Background: an optimization exercise with open tools, aiming at small area, a short achievable clock period and few clock cycles per item. Do not read the settings as production practice. The RTL was checked by simulation tests, not by an equivalence proof against the original design. Power and IR drop assume default switching activity.

**design/flow/config.mk**
```make
export PLATFORM = sky130hd
export DESIGN_NAME = reorder_buffer
export DESIGN_NICKNAME = reorder_buffer
export VERILOG_FILES = /design/flow/design.v
export SDC_FILE = /design/flow/constraint.sdc
export NUM_CORES = 4
export LEC_CHECK = 0
export CAP_MARGIN = 20
export CORE_MARGIN = 2
export CORE_UTILIZATION = 40
export CTS_CLUSTER_DIAMETER = 100
export CTS_CLUSTER_SIZE = 30
export SETUP_SLACK_MARGIN = 2.65
export SLEW_MARGIN = 20
```
**design/flow/constraint.sdc**
```tcl
create_clock -name core_clock -period 4.7 [get_ports {clk}]
set_input_delay 0.9400 -clock core_clock [delete_from_list [all_inputs] [get_ports {clk}]]
set_output_delay 0.9400 -clock core_clock [all_outputs]
set_load 0.01 [all_outputs]
```
**design/flow/design.v**
```verilog
`timescale 1ns / 1ps
module fifo(
  input  logic        clk_i,
  input  logic        resetn_i,
  input  logic        push_i,
  input  logic [3:0]  data_i,
  input  logic        pop_i,
  output logic [3:0]  head_o,
  output logic [15:0] hsel_o,
  output logic        hvalid_o
);
  logic [3:0]  next [15:0];
  logic [3:0]  head, tail, head_next, head_new;
  logic [15:0] hsel;
  logic        hvalid;
  logic        more;
  assign head_o   = head;
  assign hsel_o   = hsel;
  assign hvalid_o = hvalid;
  assign more     = hvalid && ( head != tail );
  always @( posedge clk_i )
    for( int k = 0; k < 16; k++ )
      if( push_i && tail == k[3:0] )
        next[k] <= data_i;
  always @( posedge clk_i )
    if( push_i )
      tail <= data_i;
  always_comb
    begin
      head_next = '0;
      for( int k = 0; k < 16; k++ )
        head_next = head_next | ( next[k] & {4{hsel[k]}} );
    end
  assign head_new = more ? head_next : data_i;
  always @( posedge clk_i )
    if( !resetn_i )
      hvalid <= 1'b0;
    else
      hvalid <= pop_i ? ( more || push_i ) : ( hvalid || push_i );
  always @( posedge clk_i )
    if( pop_i || !hvalid )
      begin
        head <= head_new;
        for( int k = 0; k < 16; k++ )
          hsel[k] <= ( head_new == k[3:0] );
      end
endmodule
`timescale 1ns / 1ps
module memory #(
  parameter DATA_WIDTH = 8
)(
  input  logic                  clk_i,
  input  logic                  resetn_i,
  input  logic [3:0]            waddr_i,
  input  logic                  wr_i,
  input  logic [DATA_WIDTH-1:0] data_i,
  input  logic [3:0]            caddr_i,    
  input  logic                  clr_i,
  input  logic [15:0]           rsel_i,     
  output logic [DATA_WIDTH-1:0] data_o,
  output logic                  valid_o
);
  logic [15:0]           valid;
  logic [15:0]           wsel;
  logic [DATA_WIDTH-1:0] mem [15:0];
  always_comb
    for( int k = 0; k < 16; k++ )
      wsel[k] = wr_i && ( waddr_i == k[3:0] );
  always @( posedge clk_i )
    for( int k = 0; k < 16; k++ )
      if( wsel[k] )
        mem[k] <= data_i;
  always @( posedge clk_i )
    if( !resetn_i )
      valid <= '0;
    else
      for( int k = 0; k < 16; k++ )
        if( wsel[k] )
          valid[k] <= 1'b1;
        else if( clr_i && caddr_i == k[3:0] )
          valid[k] <= 1'b0;
  always_comb
    begin
      data_o  = '0;
      valid_o = 1'b0;
      for( int k = 0; k < 16; k++ )
        begin
          data_o  = data_o  | ( mem[k] & {DATA_WIDTH{rsel_i[k] && valid[k]}} );
          valid_o = valid_o | ( valid[k] & rsel_i[k] );
        end
    end
endmodule
`timescale 1ns / 1ps
module reorder_buffer #(
  parameter DATA_WIDTH = 32
)(
  input  logic                    clk,
  input  logic                    rst_n,
  input  logic            [3:0]   s_arid_i,
  input  logic                    s_arvalid_i,
  output logic                    s_arready_o,
  output logic [DATA_WIDTH-1:0]   s_rdata_o,
  output logic            [3:0]   s_rid_o,
  output logic                    s_rvalid_o,
  input  logic                    s_rready_i,
  output logic            [3:0]   m_arid_o,
  output logic                    m_arvalid_o,
  input  logic                    m_arready_i,
  input  logic [DATA_WIDTH-1:0]   m_rdata_i,
  input  logic            [3:0]   m_rid_i,
  input  logic                    m_rvalid_i,
  output logic                    m_rready_o
);
  logic                  ar_hand_shake;
  logic [3:0]            head_id;
  logic                  head_valid;
  logic [15:0]           head_sel;
  logic [DATA_WIDTH-1:0] stored_data;
  logic                  stored;
  logic                  arrives;
  logic                  load;
  logic                  free;
  logic                  out_valid;
  logic [3:0]            out_id;
  logic [DATA_WIDTH-1:0] out_data;
  assign m_arid_o      = s_arid_i;
  assign m_arvalid_o   = s_arvalid_i;
  assign s_arready_o   = m_arready_i;
  assign ar_hand_shake = s_arvalid_i && m_arready_i;
  assign m_rready_o    = 1'b1;
  fifo FIFO(
    .clk_i    ( clk ),
    .resetn_i ( rst_n ),
    .push_i   ( ar_hand_shake ),
    .data_i   ( s_arid_i ),
    .pop_i    ( load ),
    .head_o   ( head_id ),
    .hsel_o   ( head_sel ),
    .hvalid_o ( head_valid )
  );
  memory #(
    .DATA_WIDTH ( DATA_WIDTH )
  ) MEM (
    .clk_i    ( clk ),
    .resetn_i ( rst_n ),
    .waddr_i  ( m_rid_i ),
    .wr_i     ( m_rvalid_i ),
    .data_i   ( m_rdata_i ),
    .caddr_i  ( s_arid_i ),
    .clr_i    ( ar_hand_shake ),
    .rsel_i   ( head_sel ),
    .data_o   ( stored_data ),
    .valid_o  ( stored )
  );
  assign arrives = m_rvalid_i && ( m_rid_i == head_id );
  assign load    = head_valid && free && ( stored || arrives );
  always @( posedge clk )
    if( !rst_n )
      out_valid <= 1'b0;
    else if( load )
      out_valid <= 1'b1;
    else if( s_rready_i )
      out_valid <= 1'b0;
  assign free = !out_valid || s_rready_i;
  always @( posedge clk )
    if( free )
      begin
        out_id   <= head_id;
        out_data <= stored_data | ( m_rdata_i & {DATA_WIDTH{arrives}} );
      end
  assign s_rvalid_o = out_valid;
  assign s_rid_o    = out_id;
  assign s_rdata_o  = out_data;
endmodule
```
**design/flow/run.sh**
```bash
#!/bin/bash
# synth_recipe.tcl (not shown) runs the flow's synth.tcl, then flattens the netlist and writes it again
# the make line also repeats each setting of config.mk as NAME=value (left out here)
make -C /OpenROAD-flow-scripts/flow DESIGN_CONFIG=/design/flow/config.mk WORK_HOME=/design/flow/orfs CLKGATE_MAP_FILE= SYNTH_SCRIPT=/design/flow/synth_recipe.tcl finish
```
==> results.py, run 1 <==
metrics = {
    "critical_path": {
        "r2r_end": "FIFO.hsel[3]$_DFFE_PP_",
        "path_cells": "buf_6 -> a22o_4 -> a221oi_2 -> nand4_1 -> mux2i_4 -> inv_4 -> buf_8 -> nor4_2",
        "rrSetupSlack_ns": 2.40,
        "start_kind": "flop",
        "cp.arrival_ns": 2.74,
        "cp_top_family": "flip-flops",
        "critPathSlowestCell": "edfxtp_1",
        "cp_max_fo": 4,
        "slowest_delay_ns": 0.53,
        "end_kind": "flop",
        "r2r_cells": 8,
        "worstSetupPathType": "flop to flop",
        "critPathBufInv": 3,
        "cp_data_required_time_ns": 5.14,
        "crit-reg2reg-launch": "FIFO.hsel[5]$_DFFE_PP_",
    },
    "layout": {
        "synthToLayoutAreaGrowth_pct": 19.9,
        "fin_cells": 2288,
        "multi_input_area_um2": 4680,
        "drive_gt1_frac": 0.259,
        "layout.nets": 1551,
        "n_antenna_cell": 0,
        "num-fill-cells": 4807,
        "final-seq-area_um2": 19500,
    },
    "power": {
        "p_per_area_nw_per_um2": 357,
        "p_leak_nw": 9.19,
        "p_clk_frac": 0.273,
        "p_comb_frac": 0.074,
        "switching_share": 0.223,
        "power.switching_mw": 2.27,
        "ir_drop_mv": 0.253,
        "p_int_mw": 7.91,
        "seqPwrFrac": 0.653,
        "power_mw": 10.2,
    },
    "die": {
        "die_x_um": 248,
        "io_pins": 90,
        "core_um2": 58900,
        "initial_core_util": 0.403,
        "die_h_um": 248,
        "die-area_um2": 61400,
        "row_count": 89,
    },
    "global_routing": {
        "grt_pass1_wl_um": 101000,
        "grt_max_degree": 34,
        "grt_pass1_vias": 13671,
        "grt_antenna_before_repair": 3,
        "track_usage": 0.233,
        "grt_overflow_total": 0,
    },
    "clocking": {
        "clock_sinks": 654,
        "h-tree-depth": 1,
        "path_clk_slew_ns": 0.12,
        "cts-root-buf": "clkbuf_16",
        "cts_hold_buf": 0,
        "insertion_delay_ns": 0.62,
        "cts_buffer_depth": 3,
        "cts_inserted_buffers": 26,
        "cts_tree": "yes",
    },
    "sta": {
        "worst_pin_slew_ns": 0.759,
        "rsz0062_at_grt": "yes",
        "finalSetupTns_ns": 0,
        "slew_headroom": 0.493,
        "fin_crit_sh": 0.489,
        "hold-worst-slack_ns": 0.509,
        "slew_violations": 0,
        "finalHoldViolCount": 0,
        "min_period_ns": 2.30,
        "fmax_mhz": 435,
        "layout_setup_ws_ns": 2.40,
        "finalSetupViolations": 0,
        "finalClockSkew_ns": 0.0223,
    },
    "place": {
        "placedCellCount": 2108,
        "dp_slack_ns": 1.03,
        "portBuffers": 88,
        "dp_hpwl_um": 32400,
        "gp_congestion": 0.813,
    },
    "drt": {
        "routed_wirelength_um": 72400,
        "ant_nets": 0,
        "drc": 0,
        "avgRoutedWirePerCell_um": 31.6,
        "drtIter0Drc": 1965,
        "via_per_inst": 6.18,
        "first_pass_iters": 8,
        "vias": 14137,
    },
    "yosys": {
        "ys_seq_elements": 654,
        "synth_area_leaders": "edfxtp_1, a22oi_1, nand4_1",
        "yosysWarnings": 5,
        "synth_top_area_frac": 0.804,
        "netlist_area_um2": 23800,
        "avgSynthCellArea_um2": 18.2,
        "synth_fp_nets": 1348,
        "yosys.area.top_type": "edfxtp_1",
        "synth_cell_type_count": 43,
        "seq_area_frac_synth": 0.819,
        "syn_inst": 1302,
    },
    "job": {
        "max_cap_violations": 0,
    },
    "worst_hold_path": {
        "hold_path.startpoint": "MEM.valid[3]$_SDFFE_PN0P_",
        "worstHoldPathCells": 2,
        "hold_end": "MEM.valid[3]$_SDFFE_PN0P_",
        "hp-class": "flop to flop",
    },
    "run_status": {
        "outcome": "timing/DRC/antenna clean",
    },
}
worst max-delay path by stage:
stage	startpoint	endpoint	slack [ns]	cells past startpoint
finish	FIFO.hsel[5]$_DFFE_PP_	FIFO.hsel[3]$_DFFE_PP_	2.40	8
global route	FIFO.hsel[5]$_DFFE_PP_	FIFO.hsel[1]$_DFFE_PP_	2.36	8
CTS	s_arid_i[2]	m_arid_o[2]	2.34	3
detailed placement	m_rid_i[1]	MEM.mem[2][30]$_DFFE_PP_	1.03	4
global placement	m_rid_i[1]	MEM.mem[0][1]$_DFFE_PP_	1.10	5
floorplan	m_rid_i[2]	MEM.mem[8][0]$_DFFE_PP_	2.10	2
synthesized netlist by cell type:
master,count
o22ai_1,1
and3_1,1
mux2i_4,4
a221oi_1,15
a221oi_2,1
nand3_1,4
edfxtp_1,636
nand4_1,68
nor2_1,27
a22oi_1,256
a21oi_1,15
a22o_1,14
o21a_1,1
buf_4,8
nor4_1,20
o31a_1,1
and2_1,15
inv_2,1
nand2_4,1
nand2b_1,9
conb_1,1
and2_2,1
o21ai_0,9
a211o_1,32
dfxtp_1,18
xor2_1,3
nand3b_1,2
inv_1,12
clkinv_1,1
nor3b_1,1
xnor2_1,5
or2_2,4
nor2b_1,2
nand2_1,20
inv_4,3
nor4_2,1
nand4_2,1
nor3_1,5
buf_2,3
clkbuf_1,69
a22o_2,2
or3_1,6
o31ai_1,3
tightest hold or removal path: cells and delay by family (launching register included):
kind,cells,cell delay (ns)
flops,1,0.33
compound gates,2,0.14
flip-flops by register name (all words and copies together) (netlist names):
signal,count
FIFO.tail,4
MEM.mem,512
out_data,32
FIFO.head,4
MEM.valid,16
FIFO.hvalid,1
out_valid,1
out_id,4
FIFO.hsel,16
FIFO.next,64
placed cells by master (no fill, tap or decap), types with 4 or more instances in the layout:
master,count
dfxtp_1,17
a221oi_1,7
clkdlybuf4s50_1,34
buf_2,36
or3_1,5
nor4_4,8
clkbuf_1,5
o21ai_0,9
nand2b_1,8
nand2_4,4
nand4_1,68
buf_12,36
a21oi_1,15
edfxtp_1,636
clkinvlp_4,23
clkbuf_16,26
nand2_1,6
buf_8,7
nor2_2,6
mux2i_4,4
and2_2,4
a221oi_2,9
a211o_1,32
xnor2_1,4
a22o_1,13
a22oi_2,27
and2_4,23
buf_6,33
nor2_1,16
buf_4,75
inv_4,4
nor4_2,11
nor2_4,5
a22oi_1,229
nand2_2,11
area by class of cell:
cell class,instances,area share
Timing Repair inverter,12,0.00316
Sequential cell,654,0.684
Clock buffer,32,0.0237
Timing Repair Buffer,229,0.0849
Tap cell,773,0.0340
Clock inverter,6,0.00211
Inverter,17,0.00422
Multi-Input combinational cell,565,0.164
power by group through the flow:
stage                     combinational (mW)  sequential, mW  clock [mW]
after floorplan                        0.234            6.76           0
after global placement                 0.512            6.80           0
after detailed placement               0.519            6.80           0
after CTS                              0.694            6.65        2.79
after global routing                   0.788            6.66        2.98
final                                  0.751            6.65        2.78
cell families (layout without fill, tap and decap cells):
kind of cell / Yosys count / after routing / synth area share
muxes: 4 / 4 / 0.00379
DFF: 654 / 654 / 0.819
and+or+nand+nor: 188 / 202 / 0.0450
buffers and inverters: 97 / 296 / 0.0171
xor gates and xnor gates: 8 / 8 / 0.00295
other: 1 / 1 / 0.000158
AOI/OAI and AO/OA: 350 / 350 / 0.112
through the flow:
step / area, um^2 / util
floorplan: 24100 / -
global placement: 25700 / 0.437
detailed placement: 25700 / 0.437
CTS: 28000 / 0.475
global route: 28500 / 0.483
finish: 28500 / 0.483
per-layer routing:
metal  vias up  routed length [um]  track usage
met1      7384               29100        0.339
met4         6                1820       0.0629
met5         -                  45            0
met2       821               33800        0.370
li1       5812                   -            -
met3       114                7550       0.0324
timing repair:
action / 4_1_cts / 5_1_grt
resized for setup: 326 / 68
pin swaps: 42 / 20
cloned: 26 / 3
endpoints found under the setup margin: 718 / 298
setup buffers: 94 / 19
Testbench counts, summed over its fixed seeds: cycles 15,082, items 8,192.
==> run 2: changes to the inputs <==
--- a/design/flow/config.mk
+++ b/design/flow/config.mk
@@ -10,5 +10,5 @@
 export CORE_UTILIZATION = 40
-export CTS_CLUSTER_DIAMETER = 100
-export CTS_CLUSTER_SIZE = 30
-export SETUP_SLACK_MARGIN = 2.65
+export CTS_CLUSTER_DIAMETER = 80
+export CTS_CLUSTER_SIZE = 25
+export SETUP_SLACK_MARGIN = 2.5
 export SLEW_MARGIN = 20
==> run 2 against run 1 <==
Effect of this change:
- sequential power is essentially flat
- clock skew rose by 0.013 ns
- critical path depth decreased by 3
- non-clock buffer count fell by 10
- still clean
- critical endpoint is now out_data[17]$_DFFE_PN_
- critical path type unchanged
==> results.py, run 2 <==
metrics = {
    "yosys": {
        "synth_area_leaders": "edfxtp_1, a22oi_1, nand4_1",
        "seq_area_frac_synth": 0.819,
        "netlist_area_um2": 23800,
        "yosysWarnings": 5,
        "ys_seq_elements": 654,
        "synth-edff-count": 636,
        "avgSynthCellArea_um2": 18.2,
        "async_reset_ff_frac": 0,
        "synth_top_area_frac": 0.804,
        "synth_cell_type_count": 43,
        "yosysMostFrequentCell": "edfxtp_1",
        "yosys.area.top_type": "edfxtp_1",
        "synth_fp_nets": 1348,
        "syn_inst": 1302,
        "synth_top_flop_cell": "edfxtp_1",
        "synth_common_cells": "edfxtp_1, a22oi_1, clkbuf_1",
    },
    "drt": {
        "drc": 0,
        "avgRoutedWirePerCell_um": 33.0,
        "vias": 14479,
        "ant_nets": 0,
        "via_per_inst": 6.31,
        "first_pass_iters": 6,
        "drtIter0Drc": 2266,
        "routed_wirelength_um": 75700,
    },
    "critical_path": {
        "crit_start": "FIFO.hsel[3]$_DFFE_PP_",
        "crit-reg2reg-launch": "FIFO.hsel[3]$_DFFE_PP_",
        "cp.arrival_ns": 2.56,
        "rrSetupSlack_ns": 2.49,
        "cp_max_fo": 16,
        "cp_data_required_time_ns": 5.05,
        "start_kind": "flop",
        "r2r_end": "out_data[17]$_DFFE_PN_",
        "crit_path_end": "out_data[17]$_DFFE_PN_",
        "worstSetupPathType": "flop to flop",
        "end_kind": "flop",
        "r2r_cells": 5,
    },
    "global_routing": {
        "grt_antenna_before_repair": 7,
        "grt_max_degree": 34,
        "grt_pass1_vias": 13956,
        "grt_overflow_total": 0,
        "track_usage": 0.243,
        "grt_pass1_wl_um": 104000,
    },
    "clocking": {
        "cts_tree": "yes",
        "cts_inserted_buffers": 34,
        "h-tree-depth": 2,
        "cts_hold_buf": 0,
        "cts_buffer_depth": 3,
        "clock_sinks": 654,
        "insertion_delay_ns": 0.60,
        "path_clk_slew_ns": 0.10,
        "cts-root-buf": "clkbuf_16",
    },
    "die": {
        "die-area_um2": 61400,
        "die_h_um": 248,
        "row_count": 89,
        "initial_core_util": 0.403,
        "io_pins": 90,
        "die_x_um": 248,
        "core_um2": 58900,
    },
    "sta": {
        "finalSetupViolations": 0,
        "rsz0062_at_grt": "yes",
        "worst_pin_slew_ns": 0.832,
        "slew_headroom": 0.445,
        "min_period_ns": 2.21,
        "finalSetupTns_ns": 0,
        "slew_violations": 0,
        "finalClockSkew_ns": 0.0351,
        "fin_crit_sh": 0.470,
        "fmax_mhz": 453,
        "layout_setup_ws_ns": 2.49,
        "finalHoldViolCount": 0,
    },
    "layout": {
        "fin_cells": 2293,
        "top_regs": "MEM.mem: 512 flops, FIFO.next: 64 flops, out_data: 32 flops",
        "final_common_cell": "edfxtp_1",
        "drive_gt1_frac": 0.224,
        "layout_common_cells": "edfxtp_1, a22oi_1, buf_4, nand4_1, clkbuf_16",
        "layout.nets": 1550,
        "regMostFlops": "MEM.mem",
        "largest_register_ffs": 512,
        "synthToLayoutAreaGrowth_pct": 18.3,
    },
    "place": {
        "portBuffers": 88,
        "dp_hpwl_um": 30700,
        "dp_slack_ns": 1.13,
        "gp_congestion": 0.840,
        "placedCellCount": 2100,
    },
    "worst_hold_path": {
        "hold_path.startpoint": "MEM.valid[4]$_SDFFE_PN0P_",
        "hp-class": "flop to flop",
    },
    "power": {
        "p_leak_nw": 9.10,
        "power_mw": 10.7,
        "p_per_area_nw_per_um2": 380,
        "ir_drop_mv": 0.266,
    },
    "job": {
        "max_cap_violations": 0,
    },
    "run_status": {
        "outcome": "timing/DRC/antenna clean",
    },
}
-- run 2: cell counts after synthesis --
No cell type changed its count.
-- run 2: layout make-up --
| cell class | count | area [um^2] |
|---|---|---|
| fillers | 4842 | 30800 |
| flip-flops and latches | 654 | 19500 |
| multi-input cells | 566 | 4430 |
| repair buffers | 219 | 2000 |
| well taps | 773 | 967 |
| clock buffers | 39 | 891 |
| clock inverters | 10 | 140 |
| inverters | 17 | 116 |
| repair inverters | 12 | 90.1 |
| diodes | 3 | 7.51 |
-- run 2: report_power, final --
group          total, mW  switching, mW  internal (mW)
Sequential          6.65         0.0846           6.56
Combinational      0.714          0.440          0.274
Clock               3.33           1.87           1.47
-- run 2: what timing repair did --
action	4_1_cts	5_1_grt
endpoints found under the setup margin	642	403
buffers inserted	76	36
gates cloned	26	3
gates resized for setup	201	67
pin swaps	18	14
-- run 2: routing by layer --
layer,vias up,GRT usage,part of all wire
li1,5812,-,-
met3,179,0.0619,0.12
met4,8,0.0914,0.038
met5,-,0,0.00066
met2,985,0.371,0.46
met1,7495,0.338,0.38
-- run 2: worst max-delay path, stage by stage, from the launching register on --
cell      delay (ns)
edfxtp_1        0.55
buf_4           0.24
and2_2          0.45
a22oi_1         0.30
nand4_1         0.14
a211o_1         0.28
-- run 2: worst min path at each step --
stage / end / depth (start not counted)
6_report: MEM.valid[4]$_SDFFE_PN0P_ / 2
2_1_floorplan: MEM.valid[12]$_SDFFE_PN0P_ / 2
3_3_place_gp: MEM.valid[11]$_SDFFE_PN0P_ / 2
5_1_grt: MEM.valid[4]$_SDFFE_PN0P_ / 2
4_1_cts: MEM.valid[4]$_SDFFE_PN0P_ / 2
3_5_place_dp: MEM.valid[1]$_SDFFE_PN0P_ / 2
-- run 2: cells by family after synthesis --
| logic type | after synthesis | share of synthesized area |
|---|---|---|
| and+or+nand+nor | 188 | 0.0450 |
| xor gates and xnor gates | 8 | 0.00295 |
| DFF | 654 | 0.819 |
| muxes | 4 | 0.00379 |
| buffers and inverters | 97 | 0.0171 |
| other | 1 | 0.000158 |
| AOI/OAI and AO/OA | 350 | 0.112 |
-- run 2: per-stage QoR --
stage               area (um^2)  utilization  hold slack [ns]
detailed placement        25600        0.434            0.479
global placement          25600        0.434            0.460
CTS                       27600        0.469            0.498
finish                    28100        0.477            0.500
floorplan                 23900            -            0.444
global route              28100        0.477            0.527
==> run 3: changes to the inputs <==
--- a/design/flow/design.v
+++ b/design/flow/design.v
@@ -168,3 +168,3 @@
         out_id   <= head_id;
-        out_data <= stored_data | ( m_rdata_i & {DATA_WIDTH{arrives}} );
+        out_data <= stored_data | ( m_rdata_i & {DATA_WIDTH{!stored}} );
       end
--- a/design/flow/config.mk
+++ b/design/flow/config.mk
@@ -10,4 +10,4 @@
 export CORE_UTILIZATION = 40
-export CTS_CLUSTER_DIAMETER = 80
-export CTS_CLUSTER_SIZE = 25
+export CTS_CLUSTER_DIAMETER = 100
+export CTS_CLUSTER_SIZE = 30
 export SETUP_SLACK_MARGIN = 2.5
==> run 3 against run 2 <==
Effect of this change:
- still clean
- flip-flop and latch count is the same
- clock power is 17% lower
- non-clock buffer count down 14
- worst setup slack worse by 0.027 ns
- global-route usage is 0.94 points lower
- sequential power is essentially flat
- clock skew down 0.0074 ns
- register-to-register slack worse by 0.03 ns
- power fell by 4.8%
- first-iteration DRC count shrank 10%
- critical path depth rose by 2
- critical path type unchanged
- critical endpoint is now out_data[20]$_DFFE_PN_
- largest cell class unchanged
==> results.py, run 3 <==
metrics = {
    "run_status": {
        "outcome": "timing/DRC/antenna clean",
    },
    "critical_path": {
        "end_kind": "flop",
        "cp_data_required_time_ns": 5.16,
        "critPathSlowestCell": "or4_4",
        "path_cells": "buf_4 -> and2_4 -> or4_4 -> nor2_4 -> and2_4 -> buf_12 -> a211o_1",
        "cp_max_fo": 7,
        "worstSetupPathType": "flop to flop",
        "start_kind": "flop",
        "cp.arrival_ns": 2.69,
        "critical_path.most_common_cell": "and2_4",
        "slowest_delay_ns": 0.49,
    },
    "power": {
        "ir_drop_mv": 0.264,
        "p_per_area_nw_per_um2": 370,
        "p_leak_nw": 8.72,
    },
    "layout": {
        "synthToLayoutAreaGrowth_pct": 15.4,
        "layout.nets": 1512,
        "final_util": 0.467,
        "num-fill-cells": 4957,
        "drive_gt1_frac": 0.203,
        "largest_register_ffs": 512,
        "layout_common_cells": "edfxtp_1, a22oi_1, buf_4, nand4_1, clkdlybuf4s50_1",
        "final-seq-area_um2": 19500,
        "multi_input_area_um2": 4450,
        "n_antenna_cell": 0,
        "final_common_cell": "edfxtp_1",
        "regMostFlops": "MEM.mem",
        "top_regs": "MEM.mem: 512 flops, FIFO.next: 64 flops, out_data: 32 flops",
        "design_area_um2": 27500,
    },
    "yosys": {
        "yosysWarnings": 5,
        "seq_area_frac_synth": 0.815,
        "synth_common_cells": "edfxtp_1, a22oi_1, nand4_1",
        "yosysMostFrequentCell": "edfxtp_1",
        "synth_cell_type_count": 45,
        "ys_seq_elements": 654,
        "synth_fp_nets": 1341,
        "async_reset_ff_frac": 0,
        "synth-edff-count": 636,
        "syn_inst": 1295,
        "synth_area_leaders": "edfxtp_1, a22oi_1, nand4_1",
        "synth_top_area_frac": 0.800,
        "avgSynthCellArea_um2": 18.4,
        "yosys.area.top_type": "edfxtp_1",
        "netlist_area_um2": 23900,
        "synth_top_flop_cell": "edfxtp_1",
    },
    "sta": {
        "min_period_ns": 2.24,
        "slew_headroom": 0.290,
        "fmax_mhz": 447,
        "finalClockSkew_ns": 0.0277,
        "finalSetupViolations": 0,
        "finalSetupTns_ns": 0,
        "worst_pin_slew_ns": 1.06,
        "slew_violations": 0,
        "fin_crit_sh": 0.476,
        "rsz0062_at_grt": "yes",
        "finalHoldViolCount": 0,
    },
    "drt": {
        "routed_wirelength_um": 72600,
        "wl_met3_um": 7710,
        "vias": 14244,
        "ant_nets": 0,
        "drtIter0Drc": 2040,
        "met1_length_um": 29300,
        "avgRoutedWirePerCell_um": 32.3,
        "met2_length_um": 33100,
        "via_per_inst": 6.34,
        "drc": 0,
        "top_layer_used": "met5",
        "first_pass_iters": 5,
    },
    "die": {
        "row_count": 89,
        "die_x_um": 248,
        "die_h_um": 248,
        "io_pins": 90,
        "core_um2": 59000,
        "initial_core_util": 0.404,
        "die-area_um2": 61700,
    },
    "place": {
        "dpl-instance-area_um2": 25700,
        "portBuffers": 88,
        "gp_congestion": 0.801,
        "dp_hpwl_um": 31300,
    },
    "global_routing": {
        "grt_max_degree": 37,
        "grt_pass1_wl_um": 101000,
        "grt_overflow_total": 0,
        "grt_antenna_before_repair": 4,
        "grt_pass1_vias": 13461,
        "track_usage": 0.234,
    },
    "clocking": {
        "cts_hold_buf": 0,
        "h-tree-depth": 1,
        "cts_buffer_depth": 3,
        "path_clk_slew_ns": 0.12,
        "insertion_delay_ns": 0.61,
        "cts-root-buf": "clkbuf_16",
        "cts_inserted_buffers": 26,
        "clock_sinks": 654,
        "cts_tree": "yes",
    },
    "worst_hold_path": {
        "hp-class": "flop to flop",
    },
    "job": {
        "max_cap_violations": 0,
    },
}
## run 3: worst paths after layout
check | end | start | cells past startpoint | slack (ns)
setup / recovery | out_data[20]$_DFFE_PN_ | FIFO.hsel[11]$_DFFE_PP_ | 7 | 2.46
setup reg to reg | out_data[20]$_DFFE_PN_ | FIFO.hsel[11]$_DFFE_PP_ | 7 | 2.46
hold reg to reg | out_id[1]$_DFFE_PN_ | FIFO.head[1]$_DFFE_PP_ | 0 | 0.56
hold / removal | out_id[1]$_DFFE_PN_ | FIFO.head[1]$_DFFE_PP_ | 0 | 0.56
## run 3: cell families (layout without fill, tap and decap cells)
| family | after synthesis | in the layout | synth area share |
|---|---|---|---|
| AOI/OAI and AO/OA | 357 | 357 | 0.115 |
| xor gates and xnor gates | 8 | 8 | 0.00294 |
| buffers and inverters | 93 | 258 | 0.0193 |
| DFF | 654 | 654 | 0.815 |
| muxes | 4 | 4 | 0.00341 |
| other | 1 | 1 | 0.000157 |
| and+or+nand+nor | 178 | 193 | 0.0445 |
## run 3: layout make-up
class | count | area share
sequential | 654 | 0.707
clock inverter | 5 | 0.00218
multi-input combinational | 563 | 0.162
tap | 773 | 0.0351
timing repair inverter | 4 | 0.00109
inverter | 12 | 0.00259
timing repair buffer | 205 | 0.0664
clock buffer | 32 | 0.0244
## run 3: layer usage
layer  up-vias  GRT usage
met5         -          0
met4         4     0.0702
met3       149     0.0436
met2       875      0.358
met1      7486      0.341
li1       5730          -
## run 3: critical path, delay by kind of cell, from the launching register on
kind | cells | cell delay, ns
flip-flops | 1 | 0.46
AO/OA/AOI/OAI | 1 | 0.17
AND/OR/NAND/NOR | 4 | 1.12
buffers and inverters | 2 | 0.31
## run 3: timing repair
action / CTS / global route
pin swaps: 27 / 15
setup endpoints to repair: 666 / 226
setup buffers: 76 / 16
cloned: 20 / 1
resized for setup: 181 / 65
## run 3: power by group
part | switching [mW] | internal (mW) | leakage, nW | total (mW)
Sequential | 0.0745 | 6.58 | 5.99 | 6.65
Clock | 1.72 | 1.05 | 0.357 | 2.77
Combinational | 0.466 | 0.296 | 2.37 | 0.761
## run 3: per-stage QoR
step	power (mW)	hold slack, ns	worst slack [ns]	std cells
6_report	10.2	0.557	2.46	2248
5_1_grt	10.4	0.558	2.42	2248
4_1_cts	10.2	0.551	2.30	2231
3_5_place_dp	7.37	0.477	1.04	2098
3_3_place_gp	7.35	0.500	1.09	2098
2_1_floorplan	7.04	0.448	2.10	1295
Testbench counts of run 3, summed over its fixed seeds: cycles 15,082, items 8,192.
==> run 4: changes to the inputs <==
--- a/design/flow/design.v
+++ b/design/flow/design.v
@@ -168,3 +168,3 @@
         out_id   <= head_id;
-        out_data <= stored_data | ( m_rdata_i & {DATA_WIDTH{!stored}} );
+        out_data <= stored_data | ( m_rdata_i & {DATA_WIDTH{arrives}} );
       end
==> design/flow/flow/run.sh (new file) <==
#!/bin/bash
# The standard layout, with the port buffers that buffer_ports inserts made
# plain sky130_fd_sc_hd__buf_1 cells instead of the delay cells it picks by
# default. The make output goes to standard.log in the work folder; each
# ORFS step keeps its own log under orfs/logs as usual.
set -euo pipefail
export BUFFER_PORTS_ARGS="-buffer_cell sky130_fd_sc_hd__buf_1"
bash standard.sh > standard.log 2>&1
==> design/flow/standard.sh (new file) <==
#!/bin/bash
# synth_recipe.tcl (not shown) runs the flow's synth.tcl, then flattens the netlist and writes it again
# the make line also repeats each setting of config.mk as NAME=value (left out here)
make -C /OpenROAD-flow-scripts/flow DESIGN_CONFIG=/design/flow/config.mk WORK_HOME=/design/flow/orfs CLKGATE_MAP_FILE= SYNTH_SCRIPT=/design/flow/synth_recipe.tcl "${@:-finish}"
--- a/design/flow/config.mk
+++ b/design/flow/config.mk
@@ -10,4 +10,4 @@
 export CORE_UTILIZATION = 40
-export CTS_CLUSTER_DIAMETER = 100
-export CTS_CLUSTER_SIZE = 30
+export CTS_CLUSTER_DIAMETER = 80
+export CTS_CLUSTER_SIZE = 25
 export SETUP_SLACK_MARGIN = 2.5
removed: design/flow/run.sh
==> run 4 against run 3 <==
Effect of this change:
- critical path depth decreased by 4
- register-to-register slack improved by 0.06 ns
- power increased by 4.3%
- critical endpoint is now m_arid_o[0]
- largest power group unchanged
==> results.py, run 4 <==
metrics = {
    "clocking": {
        "insertion_delay_ns": 0.61,
        "cts_tree": "yes",
        "cts_inserted_buffers": 34,
        "clock_sinks": 654,
        "cts_buffer_depth": 3,
        "path_clk_slew_ns": 0.10,
        "h-tree-depth": 2,
        "cts_hold_buf": 0,
        "cts-root-buf": "clkbuf_16",
    },
    "yosys": {
        "synth_top_flop_cell": "edfxtp_1",
        "netlist_area_um2": 23800,
        "synth_cell_type_count": 43,
        "yosysMostFrequentCell": "edfxtp_1",
        "yosysWarnings": 5,
        "yosys.area.top_type": "edfxtp_1",
        "synth_top_area_frac": 0.804,
        "async_reset_ff_frac": 0,
        "syn_inst": 1302,
        "ys_seq_elements": 654,
        "avgSynthCellArea_um2": 18.2,
        "synth_common_cells": "edfxtp_1, a22oi_1, clkbuf_1",
        "synth_area_leaders": "edfxtp_1, a22oi_1, nand4_1",
        "synth_fp_nets": 1348,
        "synth-edff-count": 636,
        "seq_area_frac_synth": 0.819,
    },
    "die": {
        "die_x_um": 248,
        "io_pins": 90,
        "die-area_um2": 61400,
        "die_h_um": 248,
        "row_count": 89,
        "initial_core_util": 0.403,
        "core_um2": 58900,
    },
    "layout": {
        "drive_gt1_frac": 0.169,
        "final_common_cell": "edfxtp_1",
        "largest_register_ffs": 512,
        "top_regs": "MEM.mem: 512 flops, FIFO.next: 64 flops, out_data: 32 flops",
        "synthToLayoutAreaGrowth_pct": 14.8,
        "regMostFlops": "MEM.mem",
        "layout_common_cells": "edfxtp_1, a22oi_1, buf_1, nand4_1, buf_4",
        "layout.nets": 1500,
        "fin_cells": 2245,
    },
    "global_routing": {
        "grt_pass1_wl_um": 101000,
        "grt_antenna_before_repair": 3,
        "grt_pass1_vias": 13375,
        "busiest_layer": "met2",
        "grt_util_met3": 0.0470,
        "globalRouteMet1Util": 0.339,
        "track_usage": 0.233,
        "grt_max_degree": 38,
        "grt_overflow_total": 0,
        "met2_usage": 0.358,
    },
    "critical_path": {
        "end_kind": "output pin",
        "crit-reg2reg-launch": "FIFO.hsel[0]$_DFFE_PP_",
        "path_cells": "buf_8 -> buf_12 -> buf_6",
        "worstSetupPathType": "input port to output pin",
        "r2r_end": "out_data[18]$_DFFE_PN_",
        "cp_data_required_time_ns": 3.76,
        "start_kind": "input port",
        "critPathBufInv": 3,
        "cp_max_fo": 2,
        "cp.arrival_ns": 1.26,
        "crit_start": "s_arid_i[0]",
        "worst-path-stages": 3,
        "slowest_delay_ns": 0.11,
        "critPathSlowestCell": "buf_12",
        "rrSetupSlack_ns": 2.52,
        "crit_path_end": "m_arid_o[0]",
        "r2r_cells": 5,
        "cp_top_family": "buffers and inverters",
    },
    "drt": {
        "drtIter0Drc": 2102,
        "ant_nets": 0,
        "via_per_inst": 6.19,
        "vias": 13892,
        "routed_wirelength_um": 71200,
        "avgRoutedWirePerCell_um": 31.7,
        "first_pass_iters": 7,
        "drc": 0,
    },
    "sta": {
        "min_period_ns": 2.20,
        "finalSetupTns_ns": 0,
        "worst_pin_slew_ns": 0.913,
        "hold-worst-slack_ns": 0.494,
        "finalClockSkew_ns": 0.0443,
        "finalSetupViolations": 0,
        "finalHoldViolCount": 0,
        "slew_headroom": 0.391,
        "rsz0062_at_grt": "yes",
        "fin_crit_sh": 0.467,
        "fmax_mhz": 455,
        "slew_violations": 0,
    },
    "place": {
        "placedCellCount": 2103,
        "gp_congestion": 0.805,
        "portBuffers": 88,
        "dp_hpwl_um": 32400,
    },
    "power": {
        "p_per_area_nw_per_um2": 389,
        "p_leak_nw": 8.59,
        "ir_drop_mv": 0.357,
        "power_mw": 10.6,
    },
    "worst_hold_path": {
        "hp-class": "flop to flop",
    },
    "job": {
        "max_cap_violations": 0,
    },
    "run_status": {
        "outcome": "timing/DRC/antenna clean",
    },
}
[run 4: where the power goes]
group          switching (mW)  internal, mW
Sequential             0.0818          6.56
Combinational           0.413         0.205
Clock                    1.87          1.48
[run 4: what timing repair did]
action	4_1_cts	5_1_grt
hold endpoints to repair	0	0
cloned	21	0
buffers inserted	45	22
endpoints found under the setup margin	404	298
gates resized for setup	50	35
pin swaps	18	10
[run 4: metal layers]
metal	vias to the layer above	wire length, um	part of all wire
li1	5706	-	-
met2	894	32600	0.46
met1	7183	28800	0.40
met3	107	7830	0.11
met5	-	12	0.00017
met4	2	1940	0.027
[run 4: layout make-up]
cell class	count	area, um^2
Antenna cell	3	7.51
Clock inverter	11	143
Clock buffer	40	905
Multi-Input combinational cell	563	4310
Timing Repair Buffer	177	1310
Fill cell	4943	31600
Tap cell	773	967
Sequential cell	654	19500
Timing Repair inverter	7	52.6
Inverter	17	116
[run 4: cells by family (layout without fill, tap and decap cells)]
kind of cell / after synthesis / in the layout / share of synthesized area
xor+xnor: 8 / 8 / 0.00295
other cells: 1 / 4 / 0.000158
mux: 4 / 4 / 0.00379
simple gates: 188 / 200 / 0.0450
compound gates: 350 / 350 / 0.112
buf+inv: 97 / 252 / 0.0171
flops: 654 / 654 / 0.819
[run 4: worst register-to-register path, delay by kind of cell, from the launching register on]
family,cells,cell delay (ns)
simple gates,2,0.61
compound gates,2,0.59
flops,1,0.52
buf+inv,1,0.22
[run 4: how the worst min path moves through the flow]
stage,start,to,slack [ns],cells after the start
after detailed placement,MEM.valid[4]$_SDFFE_PN0P_,MEM.valid[4]$_SDFFE_PN0P_,0.47,2
after global routing,MEM.valid[12]$_SDFFE_PN0P_,MEM.valid[12]$_SDFFE_PN0P_,0.53,2
after floorplan,MEM.valid[12]$_SDFFE_PN0P_,MEM.valid[12]$_SDFFE_PN0P_,0.44,2
after CTS,MEM.valid[4]$_SDFFE_PN0P_,MEM.valid[4]$_SDFFE_PN0P_,0.49,2
after global placement,MEM.valid[9]$_SDFFE_PN0P_,MEM.valid[9]$_SDFFE_PN0P_,0.46,2
final,MEM.valid[4]$_SDFFE_PN0P_,MEM.valid[4]$_SDFFE_PN0P_,0.49,2
[run 4: per-stage QoR]
stage / utilization / setup slack [ns] / instance area [um^2]
after floorplan: - / 2.10 / 23900
after global placement: 0.425 / 1.58 / 25000
after detailed placement: 0.425 / 1.55 / 25000
after CTS: 0.455 / 2.33 / 26800
after global routing: 0.463 / 2.43 / 27300
final: 0.463 / 2.50 / 27300
Testbench counts of run 4, summed over its fixed seeds: cycles 15,082, items 8,192.
==> run 5: changes to the inputs <==
==> design/flow/flow/run.sh (replaced) <==
#!/bin/bash
# The standard layout, with the port buffers that buffer_ports inserts made
# plain sky130_fd_sc_hd__buf_2 cells instead of the delay cells it picks by
# default. The make output goes to standard.log in the work folder; each
# ORFS step keeps its own log under orfs/logs as usual.
set -euo pipefail
export BUFFER_PORTS_ARGS="-buffer_cell sky130_fd_sc_hd__buf_2"
bash standard.sh > standard.log 2>&1
--- a/design/flow/config.mk
+++ b/design/flow/config.mk
@@ -12,2 +12,3 @@
 export CTS_CLUSTER_SIZE = 25
+export PLACE_DENSITY = 0.7
 export SETUP_SLACK_MARGIN = 2.5
==> run 5 against run 4 <==
Effect of this change:
- worst setup slack lost 0.097 ns
- core utilization fell by 0.71 points
- combinational power grew 1%
- die area unchanged
- clock power down 13%
- count of clock-buffer cells in the layout fell by 2
- final cell count shrank 0.98%
- critical endpoint is now MEM.mem[10][3]$_DFFE_PP_
- largest cell class unchanged
==> results.py, run 5 <==
metrics = {
    "sta": {
        "layout_setup_ws_ns": 2.41,
        "slew_headroom": 0.340,
        "finalHoldViolCount": 0,
        "worst_pin_slew_ns": 0.988,
        "min_period_ns": 2.29,
        "fmax_mhz": 436,
        "rsz0062_at_grt": "yes",
        "fin_crit_sh": 0.488,
        "finalSetupTns_ns": 0,
        "finalClockSkew_ns": 0.0246,
        "slew_violations": 0,
        "finalSetupViolations": 0,
    },
    "clocking": {
        "cts_hold_buf": 0,
        "h-tree-depth": 1,
        "cts_buffer_depth": 3,
        "clock_sinks": 654,
        "cts_tree": "yes",
        "cts-root-buf": "clkbuf_16",
        "cts_inserted_buffers": 30,
        "path_clk_slew_ns": 0.10,
        "insertion_delay_ns": 0.63,
    },
    "layout": {
        "largest_register_ffs": 512,
        "num-fill-cells": 4859,
        "final-seq-area_um2": 19500,
        "top_regs": "MEM.mem: 512 flops, FIFO.next: 64 flops, out_data: 32 flops",
        "drive_gt1_frac": 0.204,
        "layout_common_cells": "edfxtp_1, a22oi_1, buf_2, nand4_1, buf_4",
        "final_util": 0.456,
        "layout.nets": 1484,
        "final_common_cell": "edfxtp_1",
        "regMostFlops": "MEM.mem",
        "multi_input_area_um2": 4280,
        "synthToLayoutAreaGrowth_pct": 13.1,
    },
    "yosys": {
        "synth_cell_type_count": 43,
        "async_reset_ff_frac": 0,
        "synth_top_area_frac": 0.804,
        "synth_fp_nets": 1348,
        "synth_area_leaders": "edfxtp_1, a22oi_1, nand4_1",
        "avgSynthCellArea_um2": 18.2,
        "synth_top_flop_cell": "edfxtp_1",
        "synth_common_cells": "edfxtp_1, a22oi_1, clkbuf_1",
        "seq_area_frac_synth": 0.819,
        "synth-edff-count": 636,
        "syn_inst": 1302,
        "yosysWarnings": 5,
        "yosys.area.top_type": "edfxtp_1",
        "yosysMostFrequentCell": "edfxtp_1",
        "netlist_area_um2": 23800,
        "ys_seq_elements": 654,
    },
    "drt": {
        "via_per_inst": 6.32,
        "drtIter0Drc": 2386,
        "vias": 14040,
        "avgRoutedWirePerCell_um": 31.6,
        "first_pass_iters": 5,
        "drc": 0,
        "ant_nets": 0,
        "routed_wirelength_um": 70300,
    },
    "critical_path": {
        "rrSetupSlack_ns": 2.47,
        "crit-reg2reg-launch": "FIFO.hsel[3]$_DFFE_PP_",
        "worstSetupPathType": "input port to flop",
        "crit_start": "m_rid_i[2]",
        "cp_data_required_time_ns": 4.96,
        "end_kind": "flop",
        "r2r_end": "FIFO.hsel[0]$_DFFE_PP_",
        "cp_max_fo": 12,
        "r2r_cells": 6,
        "start_kind": "input port",
        "cp.arrival_ns": 2.55,
    },
    "die": {
        "io_pins": 90,
        "row_count": 89,
        "die_x_um": 248,
        "die-area_um2": 61400,
        "die_h_um": 248,
        "core_um2": 58900,
        "initial_core_util": 0.403,
    },
    "power": {
        "ir_drop_mv": 0.279,
        "p_leak_nw": 8.61,
        "p_per_area_nw_per_um2": 380,
    },
    "global_routing": {
        "grt_pass1_wl_um": 95400,
        "track_usage": 0.217,
        "grt_pass1_vias": 13470,
        "grt_antenna_before_repair": 11,
        "grt_max_degree": 39,
        "grt_overflow_total": 0,
    },
    "worst_hold_path": {
        "worstHoldPathCells": 2,
        "hp-class": "flop to flop",
        "hold_path.startpoint": "MEM.valid[14]$_SDFFE_PN0P_",
        "hold_end": "MEM.valid[14]$_SDFFE_PN0P_",
    },
    "place": {
        "portBuffers": 88,
        "gp_congestion": 0.838,
        "dp_slack_ns": 1.68,
        "dp_hpwl_um": 30300,
    },
    "run_status": {
        "outcome": "timing/DRC/antenna clean",
    },
    "job": {
        "max_cap_violations": 0,
    },
}
-- run 5: cell counts after synthesis --
Identical to the previous run, type by type.
-- run 5: layout make-up --
cell class / count / share of cell area
sequential: 654 / 0.725
clock buffer: 38 / 0.0291
multi-input combinational: 569 / 0.159
tap: 773 / 0.0360
timing repair inverter: 11 / 0.00307
timing repair buffer: 155 / 0.0415
antenna: 3 / 0.000280
inverter: 17 / 0.00419
clock inverter: 3 / 0.00205
-- run 5: per-layer routing --
metal,vias to the layer above,track usage,wire length [um]
met5,-,0,117
met4,18,0.0590,2530
met3,151,0.0580,10600
met2,1124,0.342,31900
met1,7068,0.298,25200
li1,5679,-,-
-- run 5: through the flow --
step | hold WS, ns | area, um^2 | instances | total power, mW
4_1_cts | 0.503 | 26400 | 2177 | 10.1
6_report | 0.515 | 26900 | 2223 | 10.2
3_5_place_dp | 0.470 | 25100 | 2091 | 7.24
3_3_place_gp | 0.459 | 25000 | 2089 | 7.22
2_1_floorplan | 0.444 | 23900 | 1302 | 6.99
5_1_grt | 0.568 | 26800 | 2220 | 10.4
-- run 5: critical path, cell delays in order --
cell	delay, ns
buf_2	0.13
nand3b_1	0.52
nor2_2	0.95
-- run 5: cell families (layout without fill, tap and decap cells) --
kind of cell           after synthesis  in the layout  synth area share
buffers and inverters               97            224            0.0171
multiplexers                         4              4           0.00379
flip-flops                         654            654             0.819
AO/OA/AOI/OAI                      350            350             0.112
other                                1              4          0.000158
AND/OR/NAND/NOR                    188            206            0.0450
XOR/XNOR                             8              8           0.00295
-- run 5: repair_timing --
action                                  CTS  global route
pin swaps                                15            14
endpoints found under the setup margin  343           211
resized for setup                        43            22
cloned                                   20             9
setup buffers                            25            34
-- run 5: how the worst max path moves through the flow --
| stage | endpoint | depth (start not counted) |
|---|---|---|
| 5_1_grt | FIFO.head[1]$_DFFE_PP_ | 6 |
| 6_report | MEM.mem[10][3]$_DFFE_PP_ | 3 |
| 4_1_cts | MEM.mem[10][28]$_DFFE_PP_ | 4 |
| 3_3_place_gp | MEM.mem[15][30]$_DFFE_PP_ | 4 |
| 2_1_floorplan | MEM.mem[8][0]$_DFFE_PP_ | 2 |
| 3_5_place_dp | MEM.mem[10][14]$_DFFE_PP_ | 4 |
-- run 5: power breakdown --
group | switching (mW) | internal (mW) | total [mW]
Combinational | 0.410 | 0.217 | 0.627
Sequential | 0.0874 | 6.56 | 6.65
Clock | 1.73 | 1.19 | 2.92
==> run 6: changes to the inputs <==
--- a/design/flow/config.mk
+++ b/design/flow/config.mk
@@ -12,4 +12,4 @@
 export CTS_CLUSTER_SIZE = 25
-export PLACE_DENSITY = 0.7
 export SETUP_SLACK_MARGIN = 2.5
 export SLEW_MARGIN = 20
+export TNS_END_PERCENT = 0
==> run 6 against run 5 <==
Effect of this change:
- still clean
- core utilization decreased by 1.1 points
- worst hold slack got worse by 0.021 ns
- wire length decreased by 12%
- largest cell class unchanged
==> results.py, run 6 <==
metrics = {
    "sta": {
        "slew_violations": 0,
        "min_period_ns": 2.36,
        "slew_headroom": 0.270,
        "hold-worst-slack_ns": 0.494,
        "finalClockSkew_ns": 0.0333,
        "finalHoldViolCount": 0,
        "fin_crit_sh": 0.502,
        "finalSetupTns_ns": 0,
        "finalSetupViolations": 0,
        "fmax_mhz": 424,
        "rsz0062_at_grt": "yes",
        "worst_pin_slew_ns": 1.09,
    },
    "yosys": {
        "avgSynthCellArea_um2": 18.2,
        "synth_area_leaders": "edfxtp_1, a22oi_1, nand4_1",
        "async_reset_ff_frac": 0,
        "ys_seq_elements": 654,
        "yosysWarnings": 5,
        "synth_top_area_frac": 0.804,
        "yosysMostFrequentCell": "edfxtp_1",
        "netlist_area_um2": 23800,
        "synth-edff-count": 636,
        "synth_fp_nets": 1348,
        "syn_inst": 1302,
        "synth_cell_type_count": 43,
        "yosys.area.top_type": "edfxtp_1",
        "synth_common_cells": "edfxtp_1, a22oi_1, clkbuf_1",
        "seq_area_frac_synth": 0.819,
        "synth_top_flop_cell": "edfxtp_1",
    },
    "global_routing": {
        "track_usage": 0.203,
        "grt_max_degree": 38,
        "grt_pass1_wl_um": 90300,
        "grt_overflow_total": 0,
        "grt_pass1_vias": 13052,
        "grt_antenna_before_repair": 1,
    },
    "layout": {
        "layout.nets": 1416,
        "regMostFlops": "MEM.mem",
        "layout_common_cells": "edfxtp_1, a22oi_1, buf_2, nand4_1, clkbuf_16",
        "drive_gt1_frac": 0.151,
        "fin_cells": 2156,
        "final_common_cell": "edfxtp_1",
        "synthToLayoutAreaGrowth_pct": 10.5,
        "largest_register_ffs": 512,
        "top_regs": "MEM.mem: 512 flops, FIFO.next: 64 flops, out_data: 32 flops",
        "final_util": 0.445,
        "n_antenna_cell": 0,
    },
    "run_status": {
        "outcome": "timing/DRC/antenna clean",
    },
    "critical_path": {
        "cp.arrival_ns": 2.62,
        "cp_data_required_time_ns": 4.96,
        "slowest_delay_ns": 0.68,
        "crit-reg2reg-launch": "FIFO.hsel[9]$_DFFE_PP_",
        "end_kind": "flop",
        "cp_max_fo": 24,
        "critPathSlowestCell": "inv_2",
        "start_kind": "input port",
        "crit_start": "m_rid_i[1]",
        "worstSetupPathType": "input port to flop",
        "path_cells": "buf_2 -> nor2b_1 -> nand2_1 -> inv_2 -> buf_4",
    },
    "power": {
        "power_mw": 10.4,
        "p_leak_nw": 8.42,
        "p_per_area_nw_per_um2": 397,
        "ir_drop_mv": 0.286,
    },
    "die": {
        "initial_core_util": 0.403,
        "die_h_um": 248,
        "die_x_um": 248,
        "die-area_um2": 61400,
        "row_count": 89,
        "core_um2": 58900,
        "io_pins": 90,
    },
    "drt": {
        "drc": 0,
        "avgRoutedWirePerCell_um": 28.8,
        "vias": 13034,
        "ant_nets": 0,
        "drtIter0Drc": 1628,
        "routed_wirelength_um": 62000,
        "via_per_inst": 6.05,
        "first_pass_iters": 5,
    },
    "worst_hold_path": {
        "hp-class": "flop to flop",
        "hold_path.startpoint": "MEM.valid[3]$_SDFFE_PN0P_",
    },
    "place": {
        "dp_hpwl_um": 33000,
        "gp_congestion": 0.863,
        "portBuffers": 88,
        "placedCellCount": 2098,
    },
    "clocking": {
        "cts_hold_buf": 0,
        "cts_tree": "yes",
        "clock_sinks": 654,
        "cts_inserted_buffers": 34,
        "h-tree-depth": 2,
        "insertion_delay_ns": 0.59,
        "path_clk_slew_ns": 0.10,
        "cts_buffer_depth": 3,
        "cts-root-buf": "clkbuf_16",
    },
    "job": {
        "max_cap_violations": 0,
    },
}
run 6: path summary, 6_finish.rpt:
check / endpoint / slack, ns / cells after the start
worst min-delay path: MEM.valid[3]$_SDFFE_PN0P_ / 0.49 / 2
worst max-delay path: MEM.mem[14][6]$_DFFE_PP_ / 2.34 / 5
worst max register to register: FIFO.hsel[0]$_DFFE_PP_ / 2.40 / 6
worst min register to register: MEM.valid[3]$_SDFFE_PN0P_ / 0.49 / 2
run 6: report_power, final:
part           leakage (nW)  total [mW]  switching (mW)  internal (mW)
clock                 0.492        3.31            1.85           1.46
sequential             6.04        6.64          0.0807           6.56
combinational          1.89       0.478           0.325          0.153
run 6: kinds of logic (layout without fill, tap and decap cells):
logic type	Yosys count	count (layout)	synth area share
other	1	1	0.000158
flip-flops	654	654	0.819
buffers and inverters	97	177	0.0171
XOR/XNOR	8	8	0.00295
AND/OR/NAND/NOR	188	189	0.0450
multiplexers	4	4	0.00379
AO/OA/AOI/OAI	350	350	0.112
run 6: critical path, delay by kind of cell:
kind,cells,cell delay [ns]
buffers and inverters,3,1.26
AND/OR/NAND/NOR,2,0.40
run 6: area by class of cell:
| type | count | area (um^2) |
|---|---|---|
| Tap cell | 773 | 967 |
| Clock buffer | 40 | 895 |
| Clock inverter | 9 | 119 |
| Fill cell | 5001 | 32700 |
| Sequential cell | 654 | 19500 |
| Inverter | 17 | 72.6 |
| Multi-Input combinational cell | 552 | 4020 |
| Timing Repair Buffer | 111 | 711 |
run 6: metrics by stage:
stage                     instance area (um^2)  setup WS, ns
final                                    26200          2.34
after global routing                     26200          2.25
after CTS                                26200          2.35
after detailed placement                 25100          1.74
after global placement                   25000          1.76
after floorplan                          23800          2.10
run 6: layer usage:
metal | track usage | vias to the layer above | wire length (um)
met3 | 0.0313 | 91 | 4580
li1 | - | 5519 | -
met2 | 0.326 | 616 | 29500
met4 | 0.0458 | 2 | 1200
met1 | 0.294 | 6806 | 26700
met5 | 0 | - | 15
run 6: what timing repair did:
item / CTS / global route
buffers inserted: 2 / 5
cloned: 1 / 0
pin swaps: 2 / 0
endpoints found under the setup margin: 231 / 291
resized for setup: 25 / 3
==> run 7: changes to the inputs <==
--- a/design/flow/config.mk
+++ b/design/flow/config.mk
@@ -14,2 +14,2 @@
 export SLEW_MARGIN = 20
-export TNS_END_PERCENT = 0
+export TNS_END_PERCENT = 20
==> run 7 against run 6 <==
Effect of this change:
- still clean
- fmax rose by 3.8%
- power fell by 0.46%
- worst hold slack worse by 0.014 ns
- synthesized area is the same
- die area did not move
- clock power is 2% lower
==> results.py, run 7 <==
metrics = {
    "layout": {
        "layout_common_cells": "edfxtp_1, a22oi_1, buf_2, nand4_1, clkbuf_16",
        "top_regs": "MEM.mem: 512 flops, FIFO.next: 64 flops, out_data: 32 flops",
        "final-seq-area_um2": 19500,
        "multi_input_area_um2": 4040,
        "design_area_um2": 26300,
        "regMostFlops": "MEM.mem",
        "layout.nets": 1423,
        "num-fill-cells": 4997,
        "final_common_cell": "edfxtp_1",
        "n_antenna_cell": 0,
        "synthToLayoutAreaGrowth_pct": 10.8,
        "largest_register_ffs": 512,
        "drive_gt1_frac": 0.158,
    },
    "critical_path": {
        "crit-reg2reg-launch": "FIFO.hsel[13]$_DFFE_PP_",
        "slowest_delay_ns": 0.53,
        "worstSetupPathType": "flop to flop",
        "path_cells": "a22o_1 -> a221oi_1 -> nand4_1 -> mux2i_4 -> inv_4 -> nor4_1",
        "r2r_cells": 6,
        "start_kind": "flop",
        "cp.arrival_ns": 2.63,
        "cp_data_required_time_ns": 5.06,
        "critPathSlowestCell": "edfxtp_1",
        "cp_max_fo": 9,
        "rrSetupSlack_ns": 2.43,
        "end_kind": "flop",
        "r2r_end": "FIFO.hsel[0]$_DFFE_PP_",
    },
    "power": {
        "p_per_area_nw_per_um2": 394,
        "switching_share": 0.217,
        "p_leak_nw": 8.45,
        "power.switching_mw": 2.25,
        "ir_drop_mv": 0.210,
        "p_comb_frac": 0.048,
        "p_clk_frac": 0.312,
        "seqPwrFrac": 0.640,
        "p_int_mw": 8.13,
    },
    "clocking": {
        "cts_inserted_buffers": 34,
        "path_clk_slew_ns": 0.10,
        "cts_hold_buf": 0,
        "clock_sinks": 654,
        "insertion_delay_ns": 0.58,
        "h-tree-depth": 2,
        "cts_buffer_depth": 3,
        "cts_tree": "yes",
        "cts-root-buf": "clkbuf_16",
    },
    "global_routing": {
        "track_usage": 0.206,
        "grt_antenna_before_repair": 0,
        "grt_max_degree": 38,
        "grt_pass1_wl_um": 91300,
        "grt_overflow_total": 0,
        "grt_pass1_vias": 13029,
    },
    "yosys": {
        "avgSynthCellArea_um2": 18.2,
        "async_reset_ff_frac": 0,
        "synth_cell_type_count": 43,
        "synth_top_flop_cell": "edfxtp_1",
        "yosysWarnings": 5,
        "synth_area_leaders": "edfxtp_1, a22oi_1, nand4_1",
        "netlist_area_um2": 23800,
        "syn_inst": 1302,
        "synth-edff-count": 636,
        "seq_area_frac_synth": 0.819,
        "ys_seq_elements": 654,
        "synth_common_cells": "edfxtp_1, a22oi_1, clkbuf_1",
        "synth_top_area_frac": 0.804,
        "yosysMostFrequentCell": "edfxtp_1",
        "synth_fp_nets": 1348,
        "yosys.area.top_type": "edfxtp_1",
    },
    "die": {
        "row_count": 89,
        "initial_core_util": 0.403,
        "die_h_um": 248,
        "die_x_um": 248,
        "core_um2": 58900,
        "io_pins": 90,
        "die-area_um2": 61400,
    },
    "sta": {
        "min_period_ns": 2.27,
        "rsz0062_at_grt": "yes",
        "finalClockSkew_ns": 0.0345,
        "slew_headroom": 0.220,
        "fin_crit_sh": 0.484,
        "fmax_mhz": 440,
        "finalSetupViolations": 0,
        "worst_pin_slew_ns": 1.17,
        "finalHoldViolCount": 0,
        "slew_violations": 0,
        "finalSetupTns_ns": 0,
    },
    "worst_hold_path": {
        "hold_end": "MEM.valid[12]$_SDFFE_PN0P_",
        "worstHoldPathCells": 2,
        "hold_path.startpoint": "MEM.valid[12]$_SDFFE_PN0P_",
        "hp-class": "flop to flop",
    },
    "job": {
        "max_cap_violations": 0,
    },
    "place": {
        "dpl-instance-area_um2": 25000,
        "dp_hpwl_um": 32200,
        "portBuffers": 88,
        "gp_congestion": 0.864,
    },
    "drt": {
        "routed_wirelength_um": 62600,
        "via_per_inst": 6.03,
        "first_pass_iters": 5,
        "drtIter0Drc": 1936,
        "avgRoutedWirePerCell_um": 28.9,
        "drc": 0,
        "ant_nets": 0,
        "vias": 13046,
    },
    "run_status": {
        "outcome": "timing/DRC/antenna clean",
    },
}
-- run 7: cell counts after synthesis --
Identical to the previous run, type by type.
-- run 7: per-stage QoR --
| stage | std cells | hold slack, ns | utilization | worst slack, ns | power (mW) |
|---|---|---|---|---|---|
| after floorplan | 1302 | 0.444 | - | 2.10 | 6.98 |
| after global placement | 2090 | 0.469 | 0.424 | 1.72 | 7.21 |
| after detailed placement | 2094 | 0.473 | 0.425 | 1.76 | 7.23 |
| after CTS | 2158 | 0.486 | 0.446 | 2.39 | 10.4 |
| after global routing | 2162 | 0.510 | 0.447 | 2.34 | 10.7 |
| final | 2162 | 0.480 | 0.447 | 2.43 | 10.4 |
-- run 7: power groups by stage --
stage / clock network [mW] / registers [mW] / logic [mW]
after CTS: 3.28 / 6.64 / 0.496
after global routing: 3.48 / 6.66 / 0.539
after floorplan: 0 / 6.76 / 0.213
after global placement: 0 / 6.77 / 0.443
final: 3.24 / 6.64 / 0.502
after detailed placement: 0 / 6.77 / 0.452
-- run 7: cell type report --
| class | instances | share of cell area |
|---|---|---|
| sequential | 654 | 0.739 |
| clock buffer | 39 | 0.0338 |
| tap | 773 | 0.0367 |
| multi-input combinational | 555 | 0.153 |
| timing repair buffer | 115 | 0.0298 |
| clock inverter | 9 | 0.00375 |
| inverter | 17 | 0.00337 |
-- run 7: worst max path at each step --
stage	from	endpoint
final	FIFO.hsel[13]$_DFFE_PP_	FIFO.hsel[0]$_DFFE_PP_
after global routing	FIFO.hsel[13]$_DFFE_PP_	FIFO.hsel[0]$_DFFE_PP_
after floorplan	m_rid_i[2]	MEM.mem[8][0]$_DFFE_PP_
after global placement	m_rid_i[2]	MEM.mem[9][28]$_DFFE_PP_
after detailed placement	m_rid_i[2]	MEM.mem[7][3]$_DFFE_PP_
after CTS	m_rid_i[2]	MEM.mem[1][1]$_DFFE_PP_
-- run 7: logic make-up (layout without fill, tap and decap cells) --
kind of cell	count (synthesis)	after routing	share of synthesized area
flops	654	654	0.819
compound gates	350	350	0.112
simple gates	188	192	0.0450
buf+inv	97	180	0.0171
xor+xnor	8	8	0.00295
mux	4	4	0.00379
other cells	1	1	0.000158
-- run 7: what timing repair did --
item | in CTS | in global routing
cloned | 4 | 0
resized for setup | 36 | 9
pin swaps | 7 | 1
buffers inserted | 12 | 3
setup endpoints to repair | 192 | 365
-- run 7: per-layer routing --
layer  wire length (um)  share of wire  vias to the layer above  track usage
met5                  0              0                        -            0
met4               1140          0.018                        0       0.0442
met3               5510          0.088                       78       0.0331
met2              29100           0.47                      688        0.324
met1              26800           0.43                     6748        0.305
li1                   -              -                     5532            -
-- run 7: critical path, delay by kind of cell, from the launching register on --
kind,cells,cell delay [ns]
AOI/OAI and AO/OA,2,0.56
buffers and inverters,1,0.10
DFF,1,0.53
muxes,1,0.26
and+or+nand+nor,2,0.62
==> run 8: changes to the inputs <==
--- a/design/flow/config.mk
+++ b/design/flow/config.mk
@@ -12,4 +12,3 @@
 export CTS_CLUSTER_SIZE = 25
-export SETUP_SLACK_MARGIN = 2.5
+export SETUP_SLACK_MARGIN = 2.55
 export SLEW_MARGIN = 20
-export TNS_END_PERCENT = 20
==> run 8 against run 7 <==
Effect of this change:
- critical endpoint is now s_rdata_o[22]
- worst hold slack better by 0.044 ns
- synthesized cell count unchanged
- still clean on timing, DRC and antenna
- highest routed layer is now met5
- wire length up 19%
- die area unchanged
- combinational power up 32%
- sequential share of layout area down 2.8 points
- largest power group unchanged
- final area up 3.9%
- largest cell class unchanged
- worst setup slack worse by 0.0021 ns
==> results.py, run 8 <==
metrics = {
    "run_status": {
        "outcome": "timing/DRC/antenna clean",
    },
    "yosys": {
        "synth_common_cells": "edfxtp_1, a22oi_1, clkbuf_1",
        "yosysWarnings": 5,
        "syn_inst": 1302,
        "synth_fp_nets": 1348,
        "synth_cell_type_count": 43,
        "async_reset_ff_frac": 0,
        "synth_top_area_frac": 0.804,
        "synth_top_flop_cell": "edfxtp_1",
    },
    "sta": {
        "fin_crit_sh": 0.484,
        "fmax_mhz": 439,
        "finalSetupTns_ns": 0,
        "slew_headroom": 0.233,
        "slew_violations": 0,
        "rsz0062_at_grt": "yes",
        "min_period_ns": 2.28,
        "finalClockSkew_ns": 0.0270,
        "finalHoldViolCount": 0,
        "worst_pin_slew_ns": 1.15,
    },
    "drt": {
        "vias": 14216,
        "drc": 0,
        "via_per_inst": 6.35,
        "ant_nets": 0,
        "avgRoutedWirePerCell_um": 33.3,
        "routed_wirelength_um": 74700,
    },
    "clocking": {
        "cts_tree": "yes",
        "cts_inserted_buffers": 31,
        "path_clk_slew_ns": 0.10,
        "insertion_delay_ns": 0.64,
        "h-tree-depth": 1,
        "cts_buffer_depth": 3,
        "cts-root-buf": "clkbuf_16",
        "clock_sinks": 654,
    },
    "job": {
        "max_cap_violations": 0,
    },
    "power": {
        "p_leak_nw": 8.84,
        "ir_drop_mv": 0.288,
    },
    "die": {
        "core_um2": 58900,
        "die-area_um2": 61400,
        "die_h_um": 248,
        "die_x_um": 248,
        "io_pins": 90,
        "initial_core_util": 0.403,
    },
    "layout": {
        "fin_cells": 2240,
        "synthToLayoutAreaGrowth_pct": 15.1,
        "design_area_um2": 27300,
        "final_util": 0.464,
        "top_regs": "MEM.mem: 512 flops, FIFO.next: 64 flops, out_data: 32 flops",
        "layout.nets": 1499,
        "regMostFlops": "MEM.mem",
        "layout_common_cells": "edfxtp_1, a22oi_1, buf_2, nand4_1, buf_4",
        "final_common_cell": "edfxtp_1",
    },
    "global_routing": {
        "grt_antenna_before_repair": 5,
        "grt_pass1_wl_um": 103000,
        "grt_pass1_vias": 13409,
        "grt_overflow_total": 0,
        "track_usage": 0.240,
    },
    "critical_path": {
        "end_kind": "output pin",
        "cp_data_required_time_ns": 3.76,
        "worstSetupPathType": "flop to output pin",
        "crit-reg2reg-launch": "FIFO.hsel[9]$_DFFE_PP_",
        "start_kind": "flop",
        "cp_max_fo": 1,
        "worst-path-stages": 1,
        "critPathSlowestCell": "edfxtp_1",
        "slowest_delay_ns": 0.51,
    },
    "place": {
        "gp_congestion": 0.811,
        "portBuffers": 88,
        "placedCellCount": 2093,
        "dpl-instance-area_um2": 25100,
        "dp_hpwl_um": 31400,
    },
    "worst_hold_path": {
        "hp-class": "flop to flop",
    },
}
run 8: cell types whose count changed in the layout (fill, tap and decap cells not counted), moves of 6 or more:
cell        previous run  this run
clkinvlp_4             2        22
nor4_1                20        10
and2_4                14        22
buf_4                 20        65
buf_6                  2        13
a221oi_1              15         6
a221oi_2               1        10
inv_2                  7         1
nand2_2                2         8
nor4_2                 0         7
nand2_1               18        11
buf_2                 84        75
run 8: power by group:
group | switching [mW] | leakage, nW | internal, mW
clock network | 1.79 | 0.444 | 1.30
registers | 0.0898 | 6.04 | 6.56
logic | 0.422 | 2.36 | 0.244
total | 2.30 | 8.84 | 8.10
run 8: cell families (layout without fill, tap and decap cells):
kind of cell,after synthesis,in the layout,share of synthesized area
DFF,654,654,0.819
AOI/OAI and AO/OA,350,350,0.112
and+or+nand+nor,188,205,0.0450
buffers and inverters,97,244,0.0171
xor gates and xnor gates,8,8,0.00295
muxes,4,4,0.00379
other,1,2,0.000158
run 8: layout make-up:
| class | count | area, um^2 | area share |
|---|---|---|---|
| sequential | 654 | 19500 | 0.712 |
| tap | 773 | 967 | 0.0354 |
| inverter | 17 | 116 | 0.00425 |
| antenna | 1 | 2.50 | 0.0000915 |
| timing repair buffer | 171 | 1450 | 0.0530 |
| multi-input combinational | 568 | 4370 | 0.160 |
| timing repair inverter | 10 | 75.1 | 0.00275 |
| clock buffer | 37 | 808 | 0.0296 |
| clock inverter | 9 | 100 | 0.00366 |
run 8: worst max path at each step:
stage / startpoint / endpoint / slack [ns]
final: out_data[22]$_DFFE_PN_ / s_rdata_o[22] / 2.42
after global routing: out_data[22]$_DFFE_PN_ / s_rdata_o[22] / 2.38
after CTS: m_rid_i[2] / MEM.mem[10][26]$_DFFE_PP_ / 2.32
after detailed placement: m_rid_i[1] / MEM.mem[0][23]$_DFFE_PP_ / 1.64
after global placement: m_rid_i[2] / MEM.mem[10][16]$_DFFE_PP_ / 1.68
after floorplan: m_rid_i[2] / MEM.mem[8][0]$_DFFE_PP_ / 2.10
run 8: routing by layer:
layer | vias to the layer above | track usage | part of all wire
li1 | 5719 | - | -
met1 | 7404 | 0.345 | 0.40
met2 | 936 | 0.372 | 0.46
met3 | 149 | 0.0483 | 0.11
met4 | 8 | 0.0717 | 0.031
met5 | - | 0 | 0.00068
run 8: through the flow:
step | total power, mW | hold slack, ns
finish | 10.4 | 0.523
floorplan | 6.99 | 0.444
CTS | 10.3 | 0.516
global route | 10.6 | 0.543
detailed placement | 7.25 | 0.455
global placement | 7.24 | 0.464
run 8: repair_timing:
| item | in CTS | in global routing |
|---|---|---|
| gates resized for setup | 68 | 31 |
| pin swaps | 19 | 10 |
| setup endpoints to repair | 454 | 181 |
| hold buffers | 0 | 0 |
| setup buffers | 46 | 22 |
| cloned | 30 | 2 |
run 8: worst register-to-register path, delay by kind of cell, from the launching register on:
| family | cells | cell delay, ns |
|---|---|---|
| compound gates | 2 | 0.64 |
| flops | 1 | 0.51 |
| buf+inv | 2 | 0.43 |
| simple gates | 2 | 0.33 |

-- port drivers added, routing unchanged --
No port has a modelled driver above. Below, the same layouts with a new extraction and two added sets of constraints.
Step 1 sets driving cells, clkbuf_16 on the clock port and buf_2 on the other inputs (assumed; they add their load-dependent delay and slew).
Step 2 times the ports against the registers' clock, not the clock port: input delays grow and output delays shrink by t, the midpoint of the rising clock arrivals with the driver on.
a / b / c = ideal / step 1 / step 2; a / b = the first two.
| run | shift t [ns] | slack for setup (ns) |
|---|---|---|
| run 1 | 0.669 | 2.401 / 2.401 / 2.026 |
| run 2 | 0.643 | 2.492 / 2.458 / 1.947 |
| run 3 | 0.657 | 2.464 / 2.462 / 1.896 |
| run 4 | 0.645 | 2.504 / 2.460 / 1.934 |
| run 5 | 0.675 | 2.407 / 2.432 / 1.767 |
| run 6 | 0.629 | 2.340 / 2.367 / 1.739 |
| run 7 | 0.621 | 2.426 / 2.426 / 1.950 |
| run 8 | 0.683 | 2.424 / 2.362 / 1.786 |
After both steps every run listed still meets setup and hold.
